Source: an optimization exercise on an open RTL-to-GDS flow (aim: small area, a short achievable clock period and few clock cycles). Production flows keep margins and buffers that such runs may drop.
Function was checked by simulation only, so behaviour that the tests miss may differ from the original.
Power is estimated from default activity; no workload was simulated.

==> design/flow/design.v <==
module modulo_is_zero #(
    parameter WIDTH=32
)
(
    input              clk,
    input              rst_n,
    input              valid_i,
    output             ready_i,
    input  [WIDTH-1:0] a,
    input  [WIDTH-1:0] b,
    output             y,
    output             valid_o,
    input              ready_o
);
localparam COUNTER_WIDTH = $clog2(WIDTH+2);
reg [WIDTH-1:0] dividend;
reg [(2*WIDTH-1)-1:0] divisor;
reg busy;
reg [COUNTER_WIDTH-1:0] counter;
wire compute_done = (busy) && ((counter == 0) || (dividend == 0));
wire is_zero = (dividend == 0);
always @(posedge clk) begin
    if (~rst_n)
        busy <= 1'b0;
    else if (valid_i && ready_i)
        busy <= 1'b1;
    else if (valid_o && ready_o)
        busy <= 1'b0;
    else
        busy <= busy;
end
always @(posedge clk) begin
    if (valid_i && ready_i)
        counter <= WIDTH;
    else if (busy)
        counter <= counter - 1;
    else
        counter <= counter;
end
always @(posedge clk) begin
    if (valid_i && ready_i)
        divisor <= b << (WIDTH-1);
    else if (busy)
        divisor <= divisor >> 1;
    else
        divisor <= divisor;
end
always @(posedge clk) begin
    if (valid_i && ready_i)
        dividend <= a;
    else if (busy)
        dividend <= (dividend < divisor) ? dividend : (dividend - divisor);
    else
        dividend <= dividend;
end
assign ready_i = ~busy;
assign valid_o = compute_done;
assign y = is_zero;
endmodule
`timescale 1ns / 1ps
module is_prime
#(
    parameter WIDTH = 32
) (
    input clk,
    input rst_n,
    input valid_i,
    output ready_i,
    input [WIDTH-1:0] number,
    output reg result,
    output valid_o,
    input ready_o
);
    parameter IDLE=3'b000, PRE_CHECK = 3'b001, START = 3'b010, WAIT = 3'b011, DONE = 3'b100, FAIL= 3'b101;
    reg [2:0] state, next_state;
    reg [WIDTH-1:0] testnum;
    reg plusone;
    reg [WIDTH-1:0] num_q;
    wire sub_valid_i, sub_ready_i;
    wire sub_valid_o, sub_ready_o;
    wire modulo_result;
    assign valid_o = state==DONE;
    assign ready_i = state==IDLE;
    assign sub_valid_i = state == START;
    assign sub_ready_o = 1;
     modulo_is_zero m1(.clk(clk), .rst_n(rst_n), .a(num_q), .b(testnum), .y(modulo_result), .valid_o(sub_valid_o), .valid_i(sub_valid_i), .ready_i(sub_ready_i), .ready_o(sub_ready_o));
    always @(*) begin
        plusone = 0;
        if (state == WAIT) begin
            if ((sub_valid_o == 1) && (modulo_result == 0) && ( (num_q>>1) >= testnum) &&
                    testnum <= {(WIDTH/2){1'b1}})
                plusone = 1;
        end
    end
    always @(posedge clk, negedge rst_n) begin
        if (!rst_n) begin
            result <= 1'b0;
        end else begin
            case (state)
            PRE_CHECK: begin
                if(num_q == 2)
                    result <= 1;
                else
                    result <= 0;
            end
            WAIT: begin
                if((testnum > (num_q>>1) || testnum > {(WIDTH/2){1'b1}}) && (sub_valid_o == 1) && (modulo_result == 0))
                    result <= 1;
                else
                    result <= 0;
            end
            default: begin
                result <= result;
            end
            endcase
        end
    end
    always @(*) begin
        next_state = state;
        casex(state)
            IDLE:       begin
                            if(valid_i) begin
                                next_state = PRE_CHECK;
                            end else begin
                                next_state = IDLE;
                            end
                        end
            PRE_CHECK:  begin
                            if(num_q == 1 || num_q == 2) begin
                                next_state = DONE;
                            end else begin
                                next_state = START;
                            end
                        end
            START:      begin
                            next_state = WAIT;
                        end
            WAIT:       begin
                            if ((modulo_result == 1 && sub_valid_o == 1 ) || ((testnum > (num_q>>1) || testnum > {(WIDTH/2){1'b1}})   && sub_valid_o == 1 && modulo_result == 0)) begin
                                next_state = DONE;
                            end else if (!modulo_result && sub_valid_o == 1 && (  (num_q>>1) >= testnum) && testnum <= {(WIDTH/2){1'b1}}) begin
                                next_state = START;
                            end else begin
                                next_state = WAIT;
                            end
                        end
            DONE:       begin
                            if (ready_o) begin
                                next_state = IDLE;
                            end else begin
                                next_state = DONE;
                            end
                        end
            default:    begin
                            next_state = IDLE;
                        end
        endcase
    end
    always @(posedge clk, negedge rst_n) begin
        if (!rst_n) begin
            state <= IDLE;
        end else begin
            state <= next_state;
        end
    end
    always @(posedge clk) begin
            if (valid_i && ready_i)
                num_q <= number;
            if( state == IDLE) begin
                testnum <= 2;
            end
            else if(testnum[0] == 1'b1 && plusone) begin
                testnum <= testnum + 2;
            end
            else if(testnum[0] != 1'b1 && plusone) begin
                testnum <= testnum + 1;
            end 
            else begin
                testnum <= testnum;
            end
    end
endmodule
==> design/flow/run.sh <==
#!/bin/bash
# synth_recipe.tcl (not shown) runs the flow's synth.tcl, then flattens the netlist and writes it again
# the make line also repeats each setting of config.mk as NAME=value (left out here)
make -C /OpenROAD-flow-scripts/flow DESIGN_CONFIG=/design/flow/config.mk WORK_HOME=/design/flow/orfs CLKGATE_MAP_FILE= SYNTH_SCRIPT=/design/flow/synth_recipe.tcl finish
==> design/flow/config.mk <==
export PLATFORM = sky130hd
export DESIGN_NAME = is_prime
export DESIGN_NICKNAME = is_prime
export VERILOG_FILES = /design/flow/design.v
export SDC_FILE = /design/flow/constraint.sdc
export NUM_CORES = 4
export LEC_CHECK = 0
export CAP_MARGIN = 20
export CORE_MARGIN = 2
export CORE_UTILIZATION = 40
export SLEW_MARGIN = 20
==> design/flow/constraint.sdc <==
create_clock -name core_clock -period 5.0 [get_ports {clk}]
set_input_delay 1.0000 -clock core_clock [delete_from_list [all_inputs] [get_ports {clk}]]
set_output_delay 1.0000 -clock core_clock [all_outputs]
set_load 0.01 [all_outputs]
==> summary.txt <==
vias in the first global route = 6396
Iter 0 DRT Violations = 642
family with the most delay on the worst path = buffers and inverters
clock latency (worst-skew pair) = 0.43 ns
Slew HR = 38.0%
data arrival time at the worst-slack endpoint = 2.29 ns
fmax = 304 MHz
Pins Over Slew Limit = 0
area leader, netlist = edfxtp_1
Setup CP Type = reg -> out
total die area = 23500 µm²
Net Sw Frac = 36.7%
Finished Layout Cells = 1231
number of synthesized register bits = 170
outcome = no timing/DRC/antenna violations
hold_ws = 0.476 ns
Sw Pwr = 1.96 mW
pin count of the biggest net entering global routing = 54
maxcap violations = 0
Core Region = 21800 µm²
Design Area, Final = 10100 µm²
grt total ovfl = 0
hold crit path type = reg -> reg
HPWL after DPL = 16000 µm
synth-to-layout area growth = 13.6%
hold endpoint = testnum[5]
DRC viols = 0
Post-CTS Hold Fix Bufs = 0
Synth area leaders = edfxtp_1, dfxtp_1, ha_1
clock slew at the register clock pins of the worst setup and hold paths = 0.06 ns
dpl cells = 1199
Via density = 5.42
Post-synth top cells = nand2_1, edfxtp_1, inv_1
FF-to-FF Start = m1.dividend[14]
slowest stage delay, CP = 0.66 ns
Post-synth ARST share = 2.35%
reg-to-reg setup timing slack = 1.95 ns
hold path start = testnum[5]
Inserted Clock Buffers = 17
first-pass iteration count of the detailed router = 5
Worst Skew = 0.00934 ns
Layout Utilization = 46.4%
WP data required = 4.00 ns
CTS Root Cell = clkbuf_16
Finish-stage setup viols = 0
area occupied by multi-input gates = 4080 µm²
post-CTS setup buffers = 0
Worst VDD drop = 0.260 mV
Comb power frac = 37.1%
antenna-violating nets left = 0
die height = 153 µm
clock buffer depth = 2
Die Width = 153 µm
Seq/Total Area, Yosys = 49.2%
first-pass GRT wire length = 34200 µm
Leak = 3.60 nW
All-Layer GR Usage = 18.5%
syn_area_per_cell = 9.89 µm²
worst-case reg-to-reg path depth = 9
Final nets = 1041
number of synthesized flops with an enable pin = 96
sum of buffers and inverters on the critical path = 2
initial core utilization = 40.8%
Crit Path Max Fanout = 18
share of the synthesized area in the top cell type = 32.4%
Synth Instances = 901
Hold Path Depth = 2
Yosys warnings = 2
pwr dens = 527 nW/µm²
share of post-route cells with drive strength above 1 = 6.83%
clock power share = 22.9%
Slew @ Worst Pin = 0.906 ns
post-synthesis net count = 1004
H-Tree Depth = 4
DRT Wirelength = 21300 µm
RR Endpoint = m1.dividend[4]
power share of the sequential group = 40.0%
RSZ-0062 raised after global routing = no
# rows = 54
worst-path cell chain = or3_1, inv_1, clkdlybuf4s50_1
most numerous cell in the Yosys netlist = nand2_1
Fill cells = 2075
Tcrit/Tclk final = 65.8%
crit end category = primary output
library cells used by synthesis = 80
Diodes inserted = 0
PostCTS Resize Cnt = 0
Post-Syn Area = 8910 µm²
Tmin final = 3.29 ns
CP Launch Type = flop
CTS tree = yes
sequential cell area = 4380 µm²
Vias = 6674
antenna violations before repair = 0
Port Buffer Count = 38
I/O pin total = 39
Slowest-stage cell, CP = or3_1
clk sink count = 170
WL per Instance = 17.3 µm
Total Neg Setup Slack = 0 ns
internal power = 3.37 mW
Main synth FF type = edfxtp_1
Final GP Congestion = 0.922
Final Hold Fails = 0
Post-DP Area = 9580 µm²
-- flip-flops by register name, indices dropped and copies added, names as in the netlist --
name and cells:
num_q 32, m1.dividend 32, state 3, testnum 32, m1.divisor 63, m1.counter 6, m1.busy 1, result 1
-- layer usage --
layer,part of all wire (%),GRT usage (%),vias up
met5,0,0,-
met4,2.3,6.97,0
met3,3.6,2.81,28
met2,45,28.8,133
met1,49,26.2,3129
li1,-,-,3384
-- area by class of cell --
class                           instances  area share [%]
Clock buffer                           21            4.66
Clock inverter                         11           0.680
Inverter                               86            3.19
Multi-Input combinational cell        617            40.3
Sequential cell                       170            43.3
Tap cell                              280            3.46
Timing Repair Buffer                   46            4.35
-- worst min-delay path: cells and delay by family (launching register included) --
family | cells | cell delay [ns]
AOI/OAI and AO/OA | 1 | 0.05
DFF | 1 | 0.32
and+or+nand+nor | 1 | 0.06
-- stage by stage --
step	setup slack, ns	power, mW
after global placement	2.05	4.10
after global routing	1.58	5.69
after detailed placement	2.01	4.12
after floorplan	0.565	3.63
final	1.71	5.33
after CTS	1.68	5.36
-- worst max-delay path by stage --
stage / startpoint / endpoint / cells after the start
after floorplan: m1.dividend[9] / m1.dividend[0] / 10
after global placement: m1.dividend[4] / m1.dividend[6] / 10
after detailed placement: m1.dividend[0] / m1.dividend[30] / 11
after CTS: state[0] / ready_i / 3
after global routing: state[0] / ready_i / 3
final: state[0] / ready_i / 3
-- cells in the final DEF, fill, tap and decap left out, types with 3 or more instances in the layout --
cell               n
clkdlybuf4s50_1   38
nor3_2             3
dfrtp_1            4
o211ai_1           6
a31oi_1            5
ha_1              66
a21oi_1           61
clkinv_2           6
nand2b_1           6
nor4_1            30
o21a_1             3
nand4_1           15
nor3_1            13
o31ai_1            7
and3_1             5
nand2_1          101
and4_1             5
o22ai_1           31
edfxtp_1          96
o21ai_0           75
mux2i_1            3
o21ai_1            3
nand3_1           10
inv_1             83
buf_4              8
and2_1            18
clkbuf_16         18
xnor2_1           13
or3_1              7
xor2_1            13
nor2b_1            4
nor2_1            42
dfxtp_1           70
a21o_1            13
-- power groups by stage --
stage          clock, mW  sequential (mW)  combinational, mW
3_3_place_gp           0             2.16               1.95
4_1_cts             1.25             2.13               1.97
3_5_place_dp           0             2.16               1.96
6_report            1.22             2.13               1.97
2_1_floorplan          0             2.10               1.53
5_1_grt             1.31             2.17               2.21
-- kinds of logic after synthesis --
group	share of synthesized area, %
adders and majority gates	9.50
buffers and inverters	5.10
and+or+nand+nor	16.1
DFF	49.2
AOI/OAI and AO/OA	17.0
muxes	0.464
xor gates and xnor gates	2.56
Testbench counts, summed over its fixed seeds: cycles 14,012,754.

==> re-timing with driven ports <==
How much do the figures lean on ideal ports? The routed layout below was timed once more, with nothing changed but the port constraints. Step 1 (the two cells are an assumption about what drives the block):
set clk [get_ports {clk}]
set_driving_cell -lib_cell sky130_fd_sc_hd__clkbuf_16 $clk
set_driving_cell -lib_cell sky130_fd_sc_hd__buf_2 [delete_from_list [all_inputs] $clk]
Step 2, shift: input delay + t, output delay - t, t = (earliest + latest rising clock arrival at the registers) / 2. This alone moves slack from input paths to output paths. Slacks: ideal ports / drivers / drivers and shift; pairs: ideal ports / drivers.
shift t [ns]: 0.471
slack for setup (ns): 1.710 / 1.665 / 1.951
worst setup path after step 2: register to register
latest minus earliest clock arrival (ns): 0.010 / 0.010
After both steps this run still meets setup and hold. The setup slack of this run moves by -0.045 ns with the drivers and by +0.241 ns with both steps.
